From an optimization exercise on the open Yosys and OpenROAD flow, aimed at small area; shortcuts taken in it are not production practice. Function not checked in this run: the RTL went through the layout flow alone. Power figures rest on the tool's default switching activity, not on a simulated workload.

**run.sh**
```bash
#!/bin/bash
# synth_recipe.tcl (not shown) runs the flow's synth.tcl, then flattens the netlist and writes it again
# the make line also repeats each setting of config.mk as NAME=value (left out here)
make -C /OpenROAD-flow-scripts/flow DESIGN_CONFIG=/design/flow/config.mk WORK_HOME=/design/flow/orfs CLKGATE_MAP_FILE= SYNTH_SCRIPT=/design/flow/synth_recipe.tcl finish
```
**config.mk**
```make
export PLATFORM = sky130hd
export DESIGN_NAME = Top_Module
export DESIGN_NICKNAME = Top_Module
export VERILOG_FILES = /design/flow/design.v
export SDC_FILE = /design/flow/constraint.sdc
export NUM_CORES = 4
export LEC_CHECK = 0
export CAP_MARGIN = 20
export CORE_MARGIN = 2
export CORE_UTILIZATION = 40
export PLACE_DENSITY = 0.6
export SLEW_MARGIN = 20
```
**constraint.sdc**
```tcl
create_clock -name core_clock -period 10.0 [get_ports {clk}]
set_input_delay 2.0000 -clock core_clock [delete_from_list [all_inputs] [get_ports {clk}]]
set_output_delay 2.0000 -clock core_clock [all_outputs]
set_load 0.01 [all_outputs]
```
**design.v**
```verilog
`timescale 1ns / 1ps
module Decoder_7_segment(
    input [3:0] in,          
    output reg [6:0] seg         
    );
    always@(in)
    begin
    case(in)
    0:seg=7'b0000001;
    1:seg=7'b1001111;
    2:seg=7'b0010010;
    3:seg=7'b0000110;
    4:seg=7'b1001100;
    5:seg=7'b0100100;
    6:seg=7'b0100000;
    7:seg=7'b0001111;
    8:seg=7'b0000000;
    9:seg=7'b0000100;
    default:seg=7'b1111111;
    endcase
    end
endmodule
`timescale 1ns / 1ps
module binarytoBCD(
    input [11:0] binary,  
    output reg [3:0] thos,   
    output reg [3:0] huns,   
    output reg [3:0] tens,   
    output reg [3:0] ones    
    );
    reg[11:0] bcd_data;
    always@(binary)          
    begin
    bcd_data=binary;     
    thos=bcd_data/1000;  
    bcd_data=bcd_data%1000;  
    huns=bcd_data/100;   
    bcd_data=bcd_data%100;  
    tens=bcd_data/10;    
    ones=bcd_data%10;    
    end
endmodule
`timescale 1ns / 1ps
module D_FF(
    input clk,
    input rst,
    input en,    
    input D,
    output reg Q,
    output reg Qbar
    );
    always@(posedge clk)
    begin
    if(rst)
    begin
    Q<=1'b0;
    Qbar<=1'b1;
    end
    else if(en)
    begin
    Q<=D;
    Qbar<=!Q;
    end
    end
endmodule
`timescale 1ns / 1ps
module Slow_Clock_4Hz(
    input clk_in,
    input rst,
    output reg clk_out,
    output clk_rise      
    );
    reg [25:0] count;     
    assign clk_rise = (count==1_249) && !clk_out;
    always@(posedge clk_in)
    begin
    if(rst)
    begin
    count<=0;
    clk_out<=1'b0;
    end
    else
    begin
    count<=count+1;
    if(count==1_249)
    begin
    count<=0;
    clk_out<=~clk_out;  
    end
    end
    end
endmodule
`timescale 1ns / 1ps
module debounce(
    input clk_in,rst,pb,
    output led 
    );
    wire clk_out, clk_rise;
    wire Q1,Q2,Q2_bar;
    Slow_Clock_4Hz u1(clk_in, rst, clk_out, clk_rise);
    D_FF D1 (clk_in, rst, clk_rise, pb, Q1);
    D_FF D2 (clk_in, rst, clk_rise, Q1, Q2);
    assign Q2_bar = ~Q2;
    assign led= Q1 & Q2_bar;
 endmodule
`timescale 1ns / 1ps
module sevenseg_driver(
    input clk,
    input clr,
    input [3:0] in1,
    input [3:0] in2,
    input [3:0] in3,
    input [3:0] in4,
    output reg [3:0] an,
    output reg [6:0] seg
    );
    wire [6:0] seg1,seg2,seg3,seg4;
    reg [3:0] segclk;  
    localparam LEFT=2'b00, MIDLEFT = 2'b01, MIDRIGHT = 2'b10, RIGHT =2'b11;
    reg [1:0] state;  
    always@(posedge clk)
    if(clr==1)
    segclk<=4'd0;
    else
    segclk<=segclk+1'b1;  
    always@(posedge clk)
    begin 
    if(clr==1)
    begin
    seg<=7'b0000000;  
    an<=4'b0000;
    state<=LEFT;
    end
    else if(segclk==4'b0111)     
    begin                        
    case(state)                  
    LEFT: begin                  
        seg<=seg1;
        an<=4'b0111;                
        state<=MIDLEFT;
        end
    MIDLEFT: begin               
         seg<=seg2;
        an<=4'b1011;
        state<=MIDRIGHT;
        end
    MIDRIGHT: begin
         seg<=seg3;
        an<=4'b1101;
        state<=RIGHT;
        end
    RIGHT: begin
        seg<=seg4;
        an<=4'b1110;
        state<=LEFT;
        end
    endcase 
    end
    end
    Decoder_7_segment disp1(in1,seg1);
    Decoder_7_segment disp2(in2,seg2);
    Decoder_7_segment disp3(in3,seg3);
    Decoder_7_segment disp4(in4,seg4) ;
endmodule
`timescale 1ns / 1ps
module digital_clock(
    input clk,
    input sysrst,  
    input en,
    input rst,
    input hrup,
    input minup,
    output [3:0] s1, 
    output [3:0] s2,
    output [3:0] m1,
    output [3:0] m2,
    output [3:0] h1,
    output [3:0] h2
    );
    reg[5:0] hour, min, sec;  
    integer clkc;     
    localparam onesec=9_999;  
    always@(posedge clk)
    begin
    if(sysrst==1'b1)
     begin
     {hour,min,sec}<=0;
     clkc<=0;
     end
    else if(rst==1'b1)            
     {hour,min,sec}<=0;      
    else if (minup==1'b1)  
    if(min==6'd59)
    min<=0;
    else min<=min+1'd1;
    else if (hrup==1'b1)
    if(hour==23)
    hour<=0;
    else hour<=hour+1'd1;
    else if(en==1'b1)
        if(clkc==onesec)  
            begin
             clkc<=0;
                if(sec==6'd59)
                  begin
                     sec<=0;
                        if (min==6'd59)
                          begin min<=0;
                             if (hour==6'd23)
                                 hour<=0;
                             else
                                hour<=hour+1'd1;
                         end  
                       else
                         min<=min+1'd1;
                  end
                else
                  sec<=sec+1'd1;
             end 
        else    
          clkc<=clkc+1;  
    end
    binarytoBCD secs(.binary(sec), .thos(), .huns(), .tens(s2), .ones(s1));
    binarytoBCD mins(.binary(min), .thos(), .huns(), .tens(m2), .ones(m1));
    binarytoBCD hours(.binary(hour), .thos(), .huns(), .tens(h2), .ones(h1));
endmodule
`timescale 1ns / 1ps
module Top_Module(
    input clk,
    input rst,   
    input sw,    
    input btnC,  
    input btnU,  
    input btnR,  
    output [6:0] seg,
    output [3:0] an,
    output [7:0] led  
    );
    wire [3:0] s1,s2,m1,m2,h1,h2;
    reg hrup, minup;
    wire btnCclr, btnUclr, btnRclr;
    reg btnCclr_prev, btnUclr_prev, btnRclr_prev;  
    debounce dbC (clk,rst,btnC,btnCclr);
    debounce dbU (clk,rst,btnU,btnUclr);     
    debounce dbR (clk,rst,btnR,btnRclr);     
    sevenseg_driver seg7 (clk, rst, h2,h1,m2,m1,an,seg);  
    digital_clock clock(clk,rst,sw,btnCclr,hrup,minup,s1,s2,m1,m2,h1,h2);  
    always@(posedge clk)
    begin
    if (rst)
    begin
    btnUclr_prev <= 1'b0;
    btnRclr_prev <= 1'b0;
    hrup <= 1'b0;
    minup <= 1'b0;
    end
    else
    begin
    btnUclr_prev <= btnUclr;
    btnRclr_prev <= btnRclr;
    if (btnUclr_prev == 1'b0 && btnUclr ==1'b1)
        hrup<=1'b1;
     else hrup<=0;
    if (btnRclr_prev == 1'b0 && btnRclr ==1'b1)
        minup<=1'b1;
     else minup<=0;
    end
    end
    assign led [7:0] = {s2,s1};
endmodule
```
==> impl_metrics.py <==
metrics = {
    "power": {
        "p_sw_uw": 291,
        "intPower_uw": 1030,
        "clkPwrFrac_pct": 49.3,
        "seqPwrFrac_pct": 48.5,
        "pwr-share-comb_pct": 2.2,
        "p_sw_share_pct": 22.0,
        "ir_worst_vdd_v": 0.0000971,
        "power_density_nw_per_um2": 133,
        "p_leak_uw": 0.00355,
    },
    "routing": {
        "first_pass_iters": 4,
        "ant_nets": 0,
        "wirelength_um": 17300,
        "drt_iter0_markers": 311,
        "post_drt_wl_per_cell_um": 12.6,
        "routed_via_density": 5.15,
        "drc_errors": 0,
        "num_vias": 7108,
    },
    "grt": {
        "grt_usage_pct": 15.2,
        "met2_usage_pct": 24.4,
        "grtUsageMet1_pct": 21.0,
        "grt_busiest_layer": "met2",
        "grt_util_met3_pct": 2.95,
        "grt_pass1_vias": 6605,
        "grt_max_degree": 36,
        "antenna_found_initial": 0,
        "grt_remaining_overflow": 0,
        "grt_pass1_wl_um": 30500,
    },
    "setup_path": {
        "slowest_delay_ns": 0.62,
        "critical_path_arrival_ns": 3.92,
        "worstPathCellList": "inv_1, ha_1, inv_1, ha_1, nor4_1, o21ai_0, a2111oi_2, nor2_1, xnor2_1, clkdlybuf4s50_1",
        "endpoint_kind": "output pin",
        "critPathKind": "reg2out",
        "crit_slowest_cell": "a2111oi_2",
        "cp-start-kind": "flop",
        "path_max_fanout": 15,
        "critPathRequiredTime_ns": 8.00,
    },
    "timing": {
        "fin_crit_ns": 5.92,
        "fin_tns_setup_ns": 0,
        "fmax_ghz": 0.169,
        "report.final.slew_viol_count": 0,
        "setup_viol_count_final": 0,
        "relSlewSlack_pct": 33.8,
        "grt_setup_unrepaired": "no",
        "worst_pin_slew_ns": 0.993,
        "final.setup_skew_ns": 0.0129,
        "fin_crit_sh_pct": 59.2,
        "hold_violations": 0,
    },
    "placement": {
        "globalplace.congestion": 0.795,
        "dp_hpwl_um": 12200,
        "port_buffers": 23,
    },
    "die": {
        "rows": 54,
        "die_w_um": 153,
        "ios": 25,
        "core-area_um2": 21800,
        "start_util_pct": 40.8,
        "die_area_um2": 23500,
        "die_h_um": 153,
    },
    "cells_and_area": {
        "n_fill_cell": 2147,
        "layout-drive-gt1-share_pct": 5.91,
        "area_delta_synth_final_pct": 11.2,
        "fin_util_pct": 45.4,
        "nNetsFinal": 1151,
        "antenna_cells": 0,
    },
    "clocking": {
        "cts_tree": "yes",
        "cts.clk_slew.worst_paths_ns": 0.07,
        "cts.sinks": 158,
        "cts_buffers": 17,
        "cts_root_buf": "clkbuf_16",
        "post_cts_buffers": 0,
        "cts_resized": 0,
        "ctsHoldBuffers": 0,
        "cts.htree.levels": 4,
        "cts_buffer_depth": 2,
        "insertion_delay_ns": 0.43,
    },
    "worst_hold_path": {
        "hp-class": "reg2reg",
    },
    "synthesis": {
        "synthCells": 1083,
        "ys.flop_type": "dfxtp_1",
        "synth_top_area_cell": "dfxtp_1",
        "synth_area_um2": 8910,
        "yosys_warnings": 10,
        "syn_nets": 1148,
        "ys_seq_area_share_pct": 35.5,
        "async_flop_share_pct": 0,
        "synth_top_area_share_pct": 35.5,
        "ys_types": 78,
        "synth.avg_cell_area_um2": 8.23,
        "ys_ff_latch": 158,
        "synth_edf_count": 0,
        "synth.area.top_cells": "dfxtp_1 36%, ha_1 8.3%, nor2_1 7.3%",
    },
    "run_status": {
        "status": "no timing/DRC/antenna violations",
    },
    "flow_run": {
        "cap_violations": 0,
    },
}
==> cell families (layout without fill, tap and decap cells) <==
group           Yosys count  count (layout)  synth area share [%]
compound gates          168             168                  12.8
xor+xnor                110             110                  10.8
fa+ha+maj                61              61                  8.51
buf+inv                  89             105                  4.11
flops                   158             158                  35.5
mux                      18              18                  2.09
other cells               1               1                0.0421
simple gates            478             478                  26.1
==> stage by stage <==
| stage | hold WS [ns] | setup slack [ns] | cells | total power, uW | area, um2 |
|---|---|---|---|---|---|
| after floorplan | 0.367 | 5.21 | 1083 | 674 | 8910 |
| after CTS | 0.396 | 4.05 | 1379 | 1340 | 9910 |
| after detailed placement | 0.391 | 4.52 | 1347 | 683 | 9320 |
| after global routing | 0.398 | 3.74 | 1379 | 1370 | 9910 |
| final | 0.391 | 4.08 | 1379 | 1320 | 9910 |
| after global placement | 0.374 | 4.70 | 1347 | 683 | 9320 |
==> layer usage <==
layer  vias to the layer above  routed length (um)
met5                         -                   0
met4                         0                 150
met3                        17                 471
met2                        77                7670
met1                      3280                9030
li1                       3734                   -
==> cells in the final DEF, fill, tap and decap left out, types with 7 or more instances in the layout <==
cell type	instances
dfxtp_1	158
nor2b_1	11
clkbuf_16	17
nor2_1	174
or2_2	9
nor4_1	20
xor2_1	48
nand2_1	84
o21ai_1	7
mux2i_1	16
nand4_1	22
ha_1	59
nand2b_1	11
nand3_1	37
or3_1	22
and3_1	26
nor3_1	24
a21oi_1	41
and2_1	9
inv_1	46
o21ai_0	38
xnor2_1	62
clkdlybuf4s50_1	23
o211ai_1	12
==> synth_stat cells (26+ instances only) <==
| master | instances |
|---|---|
| xor2_1 | 48 |
| xnor2_1 | 62 |
| nand3_1 | 37 |
| a21oi_1 | 41 |
| o21ai_0 | 38 |
| and3_1 | 26 |
| dfxtp_1 | 158 |
| inv_1 | 46 |
| ha_1 | 59 |
| clkbuf_1 | 27 |
| nand2_1 | 84 |
| nor2_1 | 174 |
==> layout make-up <==
class / count / area [um2] / share of cell area, %
multi-input cells: 836 / 5380 / 54.3
flip-flops and latches: 158 / 3160 / 31.9
clock buffers: 21 / 460 / 4.65
well taps: 280 / 350 / 3.54
repair buffers: 24 / 238 / 2.40
inverters: 49 / 184 / 1.86
clock inverters: 11 / 134 / 1.35
==> worst paths after layout <==
path                                  start                  endpoint  slack (ns)  cells past startpoint
setup / recovery  clock.sec[3]$_SDFFE_PP0P_                    led[3]        4.08                     10
hold / removal      btnUclr_prev$_SDFF_PP0_           hrup$_SDFF_PP0_        0.39                      1
setup reg to reg  clock.min[4]$_SDFFE_PP0P_  seg7.seg[0]$_SDFFE_PP0N_        5.59                     15
hold reg to reg     btnUclr_prev$_SDFF_PP0_           hrup$_SDFF_PP0_        0.39                      1
==> registers in the layout, indices dropped and copies added, names as in the netlist, 2 cells and up <==
signal / flops
clock.clkc: 32
clock.hour: 6
clock.min: 6
clock.sec: 6
dbC.u1.count: 26
dbR.u1.count: 26
dbU.u1.count: 26
seg7.an: 4
seg7.seg: 7
seg7.segclk: 4
seg7.state: 2
==> power groups by stage <==
stage / clock, uW / sequential [uW] / combinational, uW
finish: 651 / 640 / 28.4
global route: 698 / 641 / 33.3
CTS: 671 / 640 / 29.1
detailed placement: 0 / 654 / 29.1
global placement: 0 / 654 / 28.8
floorplan: 0 / 653 / 21.0
==> worst max-delay path: cells and delay by family (launching register included) <==
| kind | cells | cell delay [ns] |
|---|---|---|
| xor+xnor | 1 | 0.19 |
| fa+ha+maj | 2 | 0.45 |
| buf+inv | 3 | 0.75 |
| simple gates | 2 | 0.66 |
| compound gates | 2 | 0.84 |
| flops | 1 | 0.61 |

-- separate check: timing with driven ports --
Ports are ideal in the flow. The routed layout listed here was re-timed in OpenROAD.
Step 1 assumes that a clkbuf_16 drives the clock port and a buf_2 every other input.
Step 2 moves the port delays by t, midway between the first and last clock arrival at a register: inputs arrive t later, outputs are due t later. That takes back most of the time a late clock gives input paths.
Slacks: ideal ports / drivers / drivers and shift; pairs: ideal ports / drivers.
t, ns: 0.470
slack for setup (ns): 4.082 / 4.036 / 4.505
worst setup path at the end: register to output
latest minus earliest clock arrival (ns): 0.016 / 0.015
After both steps setup and hold are still met in this run. The setup slack of this run moves by -0.046 ns with the drivers and by +0.423 ns with both steps.
